From an optimization exercise on the open Yosys and OpenROAD flow, aimed at small area, a short achievable clock period and few clock cycles; shortcuts taken in it are not production practice. In this exercise RTL edits were held to simulation tests only and were not proved equivalent to the original. Power is estimated from default activity; no workload was simulated.

Design calc, start of the top module:
module calc(
    input clk,
    input rst_n,
    input [7:0] num,
    input [2:0] op,
    input start,
    output [15:0] result,
    output [15:0] display_val,
    output [2:0] led_op,
    output stop
);
localparam ADD = 3'd6;
localparam SUB = 3'd5;
localparam MUL = 3'd4;
localparam DIV = 3'd1;
localparam ENT = 3'd2;
localparam CLR = 3'd3;
reg [15:0] a, b, r;
reg [2:0]  o;           
reg        stp;         
reg        busy;        
reg        show_b, show_r;
reg [3:0]  cnt;         
reg        algn;        
reg        fix;         
reg        sg;          
reg        bneg;        
wire ph = |o;
assign result = r;
assign display_val = show_b ? b : (show_r ? r : a);
assign led_op = o;
assign stop = stp;
wire is_add = (o == ADD);
wire is_sub = (o == SUB);
wire is_mul = (o == MUL);
wire is_div = (o == DIV);
wire div_run = busy & is_div & ~fix;
wire sel_a = (~busy & (is_add | is_sub)) | div_run;
wire inv_a = ~busy & is_sub;
wire sel_r = busy & (is_mul | fix);
wire y_en  = is_add | is_sub | (is_mul & a[0]) | is_div & ~fix;
wire y_inv = (~busy & is_div & b[15]) | (div_run & ~bneg);
wire ci    = y_inv | inv_a | (busy & fix);
wire [15:0] x = sel_a ? (a ^ {16{inv_a}}) : (sel_r ? r : 16'd0);
wire [15:0] y = (b & {16{y_en}}) ^ {16{y_inv}};
  ...
==> flow/config.mk <==
export PLATFORM = sky130hd
export DESIGN_NAME = calc
export DESIGN_NICKNAME = calc
export VERILOG_FILES = /design/flow/design.v
export SDC_FILE = /design/flow/constraint.sdc
export NUM_CORES = 4
export LEC_CHECK = 0
export CAP_MARGIN = 20
export CORE_MARGIN = 2
export CORE_UTILIZATION = 70
export PLACE_DENSITY = 0.8
export SLEW_MARGIN = 20
==> flow/constraint.sdc <==
create_clock -name core_clock -period 55.0 [get_ports {clk}]
set_input_delay 11.0000 -clock core_clock [delete_from_list [all_inputs] [get_ports {clk}]]
set_output_delay 11.0000 -clock core_clock [all_outputs]
set_load 0.01 [all_outputs]
standard.sh (not shown) runs the stock make flow with config.mk's settings and CLKGATE_MAP_FILE= SYNTH_SCRIPT=/design/flow/synth_recipe.tcl, a recipe that flattens the netlist after the stock synthesis.
==> flow/flow/run.sh <==
#!/bin/bash
# Layout flow: the standard flow with small port buffers and a clock
# tree of small buffers without dummy loads. Each tool's output is in standard.log.
bash standard.sh \
  "BUFFER_PORTS_ARGS=-buffer_cell sky130_fd_sc_hd__buf_2" \
  "CTS_ARGS=-sink_clustering_enable -repair_clock_nets -dont_use_dummy_load -buf_list sky130_fd_sc_hd__clkbuf_4" \
  finish > standard.log 2>&1
Testbench counts at the start, summed over its fixed seeds: cycles 28,086.
Rerun with:
==> flow/run.sh (new file) <==
#!/bin/bash
# synth_recipe.tcl (not shown) runs the flow's synth.tcl, then flattens the netlist and writes it again
# the make line also repeats each setting of config.mk as NAME=value (left out here)
make -C /OpenROAD-flow-scripts/flow DESIGN_CONFIG=/design/flow/config.mk WORK_HOME=/design/flow/orfs CLKGATE_MAP_FILE= SYNTH_SCRIPT=/design/flow/synth_recipe.tcl finish
removed: flow/flow/run.sh
removed: flow/standard.sh
Effect: The new run went through all stages and came out clean; cell area rose by a little under a tenth; synthesized area does not change; setup slack degrades by 0.49 ns.
Rerun with:
==> flow/flow/run.sh (new file) <==
#!/bin/bash
# Layout flow: the standard flow with small port buffers, a clock tree of
# small buffers without dummy loads, and timing repair that aims for slack
# well above zero. Each tool's output is in standard.log.
bash standard.sh \
  "BUFFER_PORTS_ARGS=-buffer_cell sky130_fd_sc_hd__buf_2" \
  "CTS_ARGS=-sink_clustering_enable -repair_clock_nets -dont_use_dummy_load -buf_list sky130_fd_sc_hd__clkbuf_4" \
  "SETUP_SLACK_MARGIN=42.5" \
  finish > standard.log 2>&1
==> flow/standard.sh (new file) <==
#!/bin/bash
# synth_recipe.tcl (not shown) runs the flow's synth.tcl, then flattens the netlist and writes it again
# the make line also repeats each setting of config.mk as NAME=value (left out here)
make -C /OpenROAD-flow-scripts/flow DESIGN_CONFIG=/design/flow/config.mk WORK_HOME=/design/flow/orfs CLKGATE_MAP_FILE= SYNTH_SCRIPT=/design/flow/synth_recipe.tcl "${@:-finish}"
removed: flow/run.sh
First-iteration DRC count increases by about 15%; sequential power stays flat; total power decreases by about 20%; design area decreases by 1.3%.
Rerun with:
==> flow/flow/run.sh (replaced) <==
#!/bin/bash
# Layout flow: the standard flow with small port buffers and a clock
# tree of small buffers without dummy loads. Each tool's output is in standard.log.
bash standard.sh \
  "BUFFER_PORTS_ARGS=-buffer_cell sky130_fd_sc_hd__buf_1" \
  "CTS_ARGS=-sink_clustering_enable -repair_clock_nets -dont_use_dummy_load -buf_list sky130_fd_sc_hd__clkbuf_4" \
  finish > standard.log 2>&1
CORE_UTILIZATION = 80   (was 70)
PLACE_DENSITY = 0.88   (was 0.8)
Cell count came out lower by 3.9%.
Worst hold slack gets better by 0.0043 ns.
Maximum frequency came out lower by about 8%.
Utilization came out higher by 5.5 points.
Final area came out lower by about 6.5%.
Power came out lower by 2.5%.
Worst setup slack gets worse by 1.1 ns.
Clock power barely changes.
Global-route usage came out higher by 4.8 points.
Non-clock buffer count came out lower by 6.
Rerun with:
==> flow/flow/run.sh (replaced) <==
#!/bin/bash
# Layout flow: the standard flow with small port buffers and a clock
# tree of small buffers without dummy loads. Each tool's output is in standard.log.
bash standard.sh \
  "BUFFER_PORTS_ARGS=-buffer_cell sky130_fd_sc_hd__buf_2" \
  "CTS_ARGS=-sink_clustering_enable -repair_clock_nets -dont_use_dummy_load -buf_list sky130_fd_sc_hd__clkbuf_4" \
  finish > standard.log 2>&1
CORE_UTILIZATION = 70   (was 80)
PLACE_DENSITY = 0.8   (was 0.88)
SLEW_MARGIN = 80   (was 20)
The new run completed with no timing, DRC or antenna violations.
Design area goes up by 12%.
Total power rises by 3.6%.
Final cell count is higher by 7.3%.
Clock skew hardly moves.
Non-clock buffer count climbs by 31.
Worst setup slack got worse by 1.2 ns.

## re-timing with driven ports
In the flow no input, the clock included, has a driving cell. The finished layouts below were timed again as built, in two steps.
Step 1 assumes that a clkbuf_16 drives the clock port and a buf_2 every other input.
Step 2 adds t to the input delays and takes it off the output delays; t is the mean of the earliest and latest rising clock arrival at the registers after step 1. Input paths then give back, and output paths get back, about the clock's delay inside the block.
Three values: ideal, step 1, step 2; two values: the first two.
run	shift t [ns]	setup WS [ns]	worst setup path at the end
the first run	0.438	41.612 / 41.618 / 41.180	input to register
the second run	0.379	41.123 / 41.125 / 40.746	input to register
the third run	0.447	42.481 / 42.469 / 42.022	input to register
the fourth run	0.441	41.396 / 41.403 / 40.962	input to register
the fifth run	0.439	40.162 / 40.166 / 39.727	input to register
After both steps every run listed still meets setup and hold. For the third run, which loses most, drivers alone change the setup slack by -0.012 ns; drivers and shift together by -0.459 ns.
